Source: an optimization exercise on an open RTL-to-GDS flow (aim: small area, a short achievable clock period and few clock cycles). Production flows keep margins and buffers that such runs may drop.
In this exercise RTL edits were held to simulation tests only and were not proved equivalent to the original.

`flow/constraint.sdc`:
```
create_clock -name core_clock -period 12.0 [get_ports {clk_i}]
set_input_delay 2.4000 -clock core_clock [delete_from_list [all_inputs] [get_ports {clk_i}]]
set_output_delay 2.4000 -clock core_clock [all_outputs]
set_load 0.01 [all_outputs]
```
`flow/run.sh`:
```
#!/bin/bash
# synth_recipe.tcl (not shown) runs the flow's synth.tcl, then flattens the netlist and writes it again
# the make line also repeats each setting of config.mk as NAME=value (left out here)
make -C /OpenROAD-flow-scripts/flow DESIGN_CONFIG=/design/flow/config.mk WORK_HOME=/design/flow/orfs CLKGATE_MAP_FILE= SYNTH_SCRIPT=/design/flow/synth_recipe.tcl finish
```
`flow/config.mk`:
```
export PLATFORM = sky130hd
export DESIGN_NAME = muntjac_muldiv_top
export DESIGN_NICKNAME = muntjac_muldiv_top
export VERILOG_FILES = /design/flow/design.v
export SDC_FILE = /design/flow/constraint.sdc
export NUM_CORES = 4
export LEC_CHECK = 0
export CAP_MARGIN = 20
export CORE_MARGIN = 2
export CORE_UTILIZATION = 40
export SLEW_MARGIN = 20
```
`flow/design.v`:
```
module muntjac_mul_fast (
    input  logic        clk_i,
    input  logic        rst_ni,
    input  logic [63:0] operand_a_i,
    input  logic [63:0] operand_b_i,
    input  logic [1:0]  req_op_i,
    input  logic        req_word_i,
    input  logic        req_valid_i,
    output logic        req_ready_o,
    output logic        resp_valid_o,
    output logic [63:0] resp_value_o
);
  localparam logic [1:0] MUL_OP_MUL   = 2'b00;
  localparam logic [1:0] MUL_OP_MULHU = 2'b11;
  typedef enum logic {
    StateIdle,
    StateProgress
  } state_e;
  state_e state_q, state_d;
  logic [0:0] a_idx_q, a_idx_d;
  logic [0:0] b_idx_q, b_idx_d;
  logic [64:0] a_q, a_d;
  logic [64:0] b_q, b_d;
  logic op_low_q, op_low_d;
  logic op_word_q, op_word_d;
  logic [65:0] accum, accum_d;
  logic [32:0] mac_op_a;
  logic [32:0] mac_op_b;
  logic [65:0] mac_prod;
  logic o_valid_d;
  logic [63:0] o_value_d;
  assign req_ready_o = state_q == StateIdle;
  always_comb begin
    unique case (a_idx_q)
      0: mac_op_a = {1'b0, a_q[31:0]};
      1: mac_op_a = a_q[64:32];
      default: mac_op_a = 'x;
    endcase
    unique case (b_idx_q)
      0: mac_op_b = {1'b0, b_q[31:0]};
      1: mac_op_b = b_q[64:32];
      default: mac_op_b = 'x;
    endcase
    mac_prod = signed'(accum) + signed'(mac_op_a) * signed'(mac_op_b);
  end
  always_comb begin
    a_d = a_q;
    b_d = b_q;
    op_low_d = op_low_q;
    op_word_d = op_word_q;
    state_d = state_q;
    accum_d = 'x;
    o_value_d = 'x;
    o_valid_d = 1'b0;
    a_idx_d = 'x;
    b_idx_d = 'x;
    unique case (state_q)
      StateIdle: begin
        if (req_valid_i) begin
          a_d = {req_op_i != MUL_OP_MULHU ? operand_a_i[63] : 1'b0, operand_a_i};
          b_d = {req_op_i[1] == 1'b0 ? operand_b_i[63] : 1'b0, operand_b_i};
          op_low_d = req_op_i == MUL_OP_MUL;
          op_word_d = req_word_i;
          o_value_d = 'x;
          accum_d = '0;
          a_idx_d = 0;
          b_idx_d = 0;
          state_d = StateProgress;
        end
      end
      StateProgress: begin
        accum_d = mac_prod;
        o_value_d = resp_value_o;
        unique case ({a_idx_q, b_idx_q})
          {1'd0, 1'd0}: begin
            o_value_d[63:0] = signed'(mac_prod[31:0]);
            accum_d = signed'(mac_prod[65:32]);
            if (op_word_q) begin
              o_valid_d = 1'b1;
              accum_d = 'x;
              state_d = StateIdle;
            end else begin
              a_idx_d = 1;
              b_idx_d = 0;
            end
          end
          {1'd1, 1'd0}: begin
            a_idx_d = 0;
            b_idx_d = 1;
          end
          {1'd0, 1'd1}: begin
            o_value_d[63:32] = signed'(mac_prod[31:0]);
            accum_d = signed'(mac_prod[65:32]);
            if (op_low_q) begin
              o_valid_d = 1'b1;
              accum_d = 'x;
              state_d = StateIdle;
            end else begin
              a_idx_d = 1;
              b_idx_d = 1;
            end
          end
          {1'd1, 1'd1}: begin
            o_value_d[63:0] = mac_prod[63:0];
            o_valid_d = 1'b1;
            accum_d = 'x;
            state_d = StateIdle;
          end
        endcase
      end
    endcase
  end
  always_ff @(posedge clk_i or negedge rst_ni) begin
    if (!rst_ni) begin
      state_q <= StateIdle;
      a_q <= 'x;
      b_q <= 'x;
      op_low_q <= 1'bx;
      op_word_q <= 1'bx;
      accum <= '0;
      resp_valid_o <= 1'b0;
      resp_value_o <= 'x;
      a_idx_q <= 'x;
      b_idx_q <= 'x;
    end else begin
      state_q <= state_d;
      a_q <= a_d;
      b_q <= b_d;
      op_low_q <= op_low_d;
      op_word_q <= op_word_d;
      accum <= accum_d;
      resp_valid_o <= o_valid_d;
      resp_value_o <= o_value_d;
      a_idx_q <= a_idx_d;
      b_idx_q <= b_idx_d;
    end
  end
endmodule
module muntjac_div (
  input  logic        clk_i,
  input  logic        rst_ni,
  input  logic [63:0] operand_a_i,
  input  logic [63:0] operand_b_i,
  input  logic [1:0]  req_op_i,
  input  logic        req_word_i,
  input  logic        req_valid_i,
  output logic        req_ready_o,
  output logic [63:0] resp_value_o,
  output logic        resp_valid_o
);
  typedef enum logic [1:0] {
    StateIdle,
    StateProgress,
    StateOutput
  } state_e;
  state_e state_q, state_d;
  logic a_sign;
  logic b_sign;
  logic [63:0] a_mag;
  logic [63:0] b_mag;
  logic [63:0] a_rev;
  logic use_rem_d, use_rem_q;
  wire i_unsigned = req_op_i[0];
  wire use_rem_i = req_op_i[1];
  always_comb begin
    if (req_word_i == 1'b0) begin
      if (i_unsigned == 1'b0 && operand_a_i[63]) begin
        a_sign = 1'b1;
        a_mag = -operand_a_i;
      end else begin
        a_sign = 1'b0;
        a_mag = operand_a_i;
      end
      if (i_unsigned == 1'b0 && operand_b_i[63]) begin
        b_sign = 1'b1;
        b_mag = -operand_b_i;
      end else begin
        b_sign = 1'b0;
        b_mag = operand_b_i;
      end
      for (int i = 0; i < 64; i++) a_rev[i] = a_mag[63 - i];
    end else begin
      if (i_unsigned == 1'b0 && operand_a_i[31]) begin
        a_sign = 1'b1;
        a_mag = -signed'(operand_a_i[31:0]);
      end else begin
        a_sign = 1'b0;
        a_mag = operand_a_i[31:0];
      end
      if (i_unsigned == 1'b0 && operand_b_i[31]) begin
        b_sign = 1'b1;
        b_mag = -signed'(operand_b_i[31:0]);
      end else begin
        b_sign = 1'b0;
        b_mag = operand_b_i[31:0];
      end
      a_rev[63:32] = 0;
      for (int i = 0; i < 32; i++) a_rev[i] = a_mag[31 - i];
    end
  end
  logic [63:0] a_q, a_d;
  logic [63:0] b_q, b_d;
  logic        quo_neg_q, quo_neg_d;
  logic        rem_neg_q, rem_neg_d;
  logic        word_q, word_d;
  logic [5:0]  iter_q, iter_d;
  logic [63:0] quo_q, quo_d;
  logic [63:0] rem_q, rem_d;
  logic o_valid_d;
  logic [63:0] o_value_d;
  assign req_ready_o = state_q == StateIdle;
  always_comb begin
    state_d = state_q;
    iter_d = iter_q;
    quo_d = quo_q;
    rem_d = rem_q;
    a_d = a_q;
    b_d = b_q;
    quo_neg_d = quo_neg_q;
    rem_neg_d = rem_neg_q;
    word_d = word_q;
    use_rem_d = use_rem_q;
    o_valid_d = 1'b0;
    o_value_d = 'x;
    unique case (state_q)
      StateIdle: begin
        if (req_valid_i) begin
          state_d = StateProgress;
          iter_d = req_word_i ? 31 : 63;
          quo_d = 0;
          rem_d = 0;
          a_d = a_rev;
          b_d = b_mag;
          quo_neg_d = a_sign ^ b_sign && b_mag != 0;
          rem_neg_d = a_sign;
          word_d = req_word_i;
          use_rem_d = use_rem_i;
        end
      end
      StateProgress: begin
        iter_d = iter_q - 1;
        quo_d = {quo_q[62:0], 1'b0};
        rem_d = {rem_q[62:0], a_q[0]};
        a_d = {1'b0, a_q[63:1]};
        if (rem_d >= b_q) begin
          rem_d = rem_d - b_q;
          quo_d[0] = 1'b1;
        end
        if (iter_q == 0) begin
          state_d = StateOutput;
        end
      end
      StateOutput: begin
        state_d = StateIdle;
        o_valid_d = 1'b1;
        if (use_rem_q) begin
          o_value_d = rem_neg_q ? -rem_q : rem_q;
        end else begin
          o_value_d = quo_neg_q ? -quo_q : quo_q;
        end
        if (word_q) begin
          o_value_d = signed'(o_value_d[31:0]);
        end
      end
      default:;
    endcase
  end
  always_ff @(posedge clk_i or negedge rst_ni) begin
    if (!rst_ni) begin
      state_q <= StateIdle;
      iter_q <= 0;
      quo_q <= 'x;
      rem_q <= 'x;
      a_q <= 'x;
      b_q <= 'x;
      quo_neg_q <= 'x;
      rem_neg_q <= 'x;
      word_q <= 'x;
      use_rem_q <= 'x;
      resp_valid_o <= 1'b0;
      resp_value_o <= 'x;
    end else begin
      state_q <= state_d;
      iter_q <= iter_d;
      quo_q <= quo_d;
      rem_q <= rem_d;
      a_q <= a_d;
      b_q <= b_d;
      quo_neg_q <= quo_neg_d;
      rem_neg_q <= rem_neg_d;
      word_q <= word_d;
      use_rem_q <= use_rem_d;
      resp_valid_o <= o_valid_d;
      resp_value_o <= o_value_d;
    end
  end
endmodule
module muntjac_muldiv_top (
  input  logic        clk_i,
  input  logic        rst_ni,
  input  logic [63:0] operand_a_i,
  input  logic [63:0] operand_b_i,
  input  logic [2:0]  req_op_i,
  input  logic        req_word_i,
  input  logic        req_valid_i,
  output logic        req_ready_o,
  output logic        resp_valid_o,
  output logic [63:0] resp_value_o
);
  logic        mul_ready, div_ready;
  logic        mul_valid, div_valid;
  logic [63:0] mul_value, div_value;
  muntjac_mul_fast mul (
    .clk_i,
    .rst_ni,
    .operand_a_i  (operand_a_i),
    .operand_b_i  (operand_b_i),
    .req_op_i     (req_op_i[1:0]),
    .req_word_i   (req_word_i),
    .req_valid_i  (req_valid_i && !req_op_i[2]),
    .req_ready_o  (mul_ready),
    .resp_valid_o (mul_valid),
    .resp_value_o (mul_value)
  );
  muntjac_div div (
    .clk_i,
    .rst_ni,
    .operand_a_i  (operand_a_i),
    .operand_b_i  (operand_b_i),
    .req_op_i     (req_op_i[1:0]),
    .req_word_i   (req_word_i),
    .req_valid_i  (req_valid_i && req_op_i[2]),
    .req_ready_o  (div_ready),
    .resp_valid_o (div_valid),
    .resp_value_o (div_value)
  );
  assign req_ready_o  = req_op_i[2] ? div_ready : mul_ready;
  assign resp_valid_o = mul_valid || div_valid;
  assign resp_value_o = mul_valid ? mul_value : div_value;
endmodule
```
==> reports/qor.yml <==
status: "finished clean"
cts-root-buf: "clkbuf_16"
die_w_um: 440.7
cp_max_fo: 61
synth_top_area_share_pct: 32.81
worst_setup_path_end_kind: "register"
drt-wirelength-per-cell_um: 24.67
tightest_slew_ps: 1213
drt-met1-wl_mm: 110.4
period_needed_ps: 10880
top_layer: "met5"
synth_seq_cells: 599
grt_pass1_vias: 63562
gp_congestion: 0.9964
fillers: 18738
finClkSkew_ps: 46.17
yosysSeqAreaShare_pct: 19.65
nNetsFinal: 10229
num_vias: 62034
clk_pin_slew_worst_paths_ps: 80
slowest_stage: "dfrtp_4"
period_share_pct: 90.69
vias_per_cell: 5.587
htreeDepth: 3
path_common_cell: "fa_1"
synth_edf_count: 0
wl_met2_mm: 126.9
grt-ovfl-total: 0
avgSynthCellArea_um2: 8.888
grt_max_degree: 183
regArea_mm2: 0.01500
synth_most_common_cell: "inv_1"
clk_latency_ps: 700
hold_path.class: "reg2reg"
cpPeakStageDelay_ps: 1140
pre_cts_ws_ps: 1187
synthTopCellsByArea: "fa_1 33%, dfrtp_1 20%, inv_1 7.0%, nand2_1 6.6%, ha_1 5.1%"
numCtsBuffers: 67
drive_above_1_share_pct: 5.497
dp_cells: 10974
worst-endpoint-arrival_ps: 11370
grt_usage_pct: 28.44
fp.coreArea_mm2: 0.1898
synth_common_cells: "1419 x inv_1, 1333 x nand2_1, 1250 x fa_1"
syn_nets: 10276
clockBufferDepth: 3
grt_pass1_wl_mm: 411.5
yosys.cell_types.count: 84
drv_cap: 0
ios: 201
drt_iter0_markers: 5871
critPathKind: "reg2reg"
syn2layout_area_growth_pct: 9.390
slew_viol_final: 0
num_rows: 160
final_hold_viol_count: 0
antenna_found_initial: 19
cts_setup_buffers: 0
reg2reg_slack_ps: 1120
finalSetupViolCount: 0
netlist.top_cell.by_area: "fa_1"
start_util_pct: 40.19
drc: 0
crit_path_start_kind: "register"
timing.final.ws_setup_ps: 1117
wl_mm: 273.9
dp_hpwl_mm: 222.4
detail-route-antenna-nets: 0
cp.required_ps: 12490
multi_input_area_mm2: 0.05459
cts_tree: "built"
finalNonFillerCells: 11104
hold_buffers: 0
fp.dieH_um: 440.7
slew_headroom_pct: 17.52
ys_async_sr_fraction_pct: 100.0
dieArea_mm2: 0.1942
firstDrtPassIters: 6
max_freq_mhz: 91.89
port_buffers: 200
ys_warn_count: 2
syn-cell-area_mm2: 0.07627
ys.flop_type: "dfrtp_1"
cts_sinks: 599
syn_inst: 8581
fin_setup_tns_ps: 0
rsz0062_at_grt: "no"
cts_resized: 0
met3_length_mm: 23.21
logic make-up (layout without fill, tap and decap cells):
kind of cell	Yosys count	after routing	share of synthesized area, %
DFF	599	599	19.65
muxes	256	256	3.571
and+or+nand+nor	2702	2702	14.88
xor gates and xnor gates	404	404	4.639
adders and majority gates	1560	1560	37.90
AOI/OAI and AO/OA	1196	1196	10.12
buffers and inverters	1864	1870	9.241
other	0	6	0
routing by layer:
| metal | vias to the layer above | global-route usage, % |
|---|---|---|
| met4 | 20 | 11.66 |
| met3 | 527 | 5.882 |
| met1 | 32022 | 37.83 |
| li1 | 26880 | - |
| met5 | - | 0 |
| met2 | 2585 | 45.23 |
cell usage in the layout (no fill, tap or decap), drive strengths merged, types with 72 or more instances in the layout:
cell type | Yosys | final
o21ai | 382 | 382
a21oi | 246 | 246
buf | 49 | 131
mux2i | 127 | 127
nand3 | 72 | 72
clkdlybuf4s50 | 0 | 198
inv | 1419 | 1425
nand2 | 1334 | 1334
dfrtp | 599 | 599
xnor2 | 222 | 222
xor2 | 182 | 182
nor2 | 880 | 880
fa | 1250 | 1250
clkbuf | 396 | 92
mux2 | 129 | 129
ha | 310 | 310
through the flow:
step | utilization, % | area, um^2 | hold WS, ps
2_1_floorplan | - | 76270 | 433.1
3_3_place_gp | 42.69 | 81020 | 454.3
3_5_place_dp | 42.70 | 81040 | 459.0
4_1_cts | 43.93 | 83370 | 473.5
5_1_grt | 43.95 | 83420 | 490.2
6_report | 43.96 | 83430 | 472.1
worst paths after layout:
check | from | end | cells after the start
max | mul.b_idx_q$_DFF_PN0_ | mul.accum[56]$_DFF_PN0_ | 26
min | mul.b_q[25]$_DFFE_PN0P_ | mul.b_q[25]$_DFFE_PN0P_ | 2
min in group asynchronous | rst_ni | div.a_q[40]$_DFFE_PN0P_ | 1
min reg2reg | mul.b_q[25]$_DFFE_PN0P_ | mul.b_q[25]$_DFFE_PN0P_ | 2
max reg2reg | mul.b_idx_q$_DFF_PN0_ | mul.accum[56]$_DFF_PN0_ | 26
max in group asynchronous | rst_ni | div.quo_q[38]$_DFFE_PN0P_ | 3
cell type report:
cell class,count,area share (%)
Antenna cell,6,0.01800
Clock buffer,92,2.292
Clock inverter,30,0.4949
Inverter,1419,6.384
Multi-Input combinational cell,6118,65.44
Sequential cell,599,17.98
Tap cell,2511,3.766
Timing Repair Buffer,329,3.629
critical path: cells and delay by family (launching register included):
family	cells	cell delay (ps)
multiplexers	1	360
flip-flops	1	1140
buffers and inverters	4	1160
adder cells (fa/ha/maj)	9	5030
AO/OA/AOI/OAI	8	1660
XOR/XNOR	1	150
AND/OR/NAND/NOR	3	1120
sequential cells by signal (all words and copies together) (netlist names), 2 cells and up:
register          cells
mul.b_q              65
div.quo_q            64
div.rem_q            64
mul.resp_value_o     64
mul.a_q              65
div.b_q              64
div.a_q              64
div.state_q           2
div.resp_value_o     64
mul.accum            66
div.iter_q            6
Testbench counts, summed over its fixed seeds: cycles 285,816.

## afterwards: timing with drivers on the ports
In the flow no input, the clock included, has a driving cell. The finished layout below was timed again as built, in two steps. Step 1 sets driving cells, clkbuf_16 on the clock port and buf_2 on the other inputs (assumed; they add their load-dependent delay and slew). Step 2, shift: input delay + t, output delay - t, t = (earliest + latest rising clock arrival at the registers) / 2. This alone moves slack from input paths to output paths. Three values: ideal, step 1, step 2; two values: the first two.
t, ns: 0.746
setup slack, ns: 1.117 / 1.117 / 1.117
slew at the worst register clock pin (ns): 0.08 / 0.08
After both steps this run still meets setup and hold. For this run, drivers alone change the setup slack by 0.000 ns; drivers and shift together by 0.000 ns.
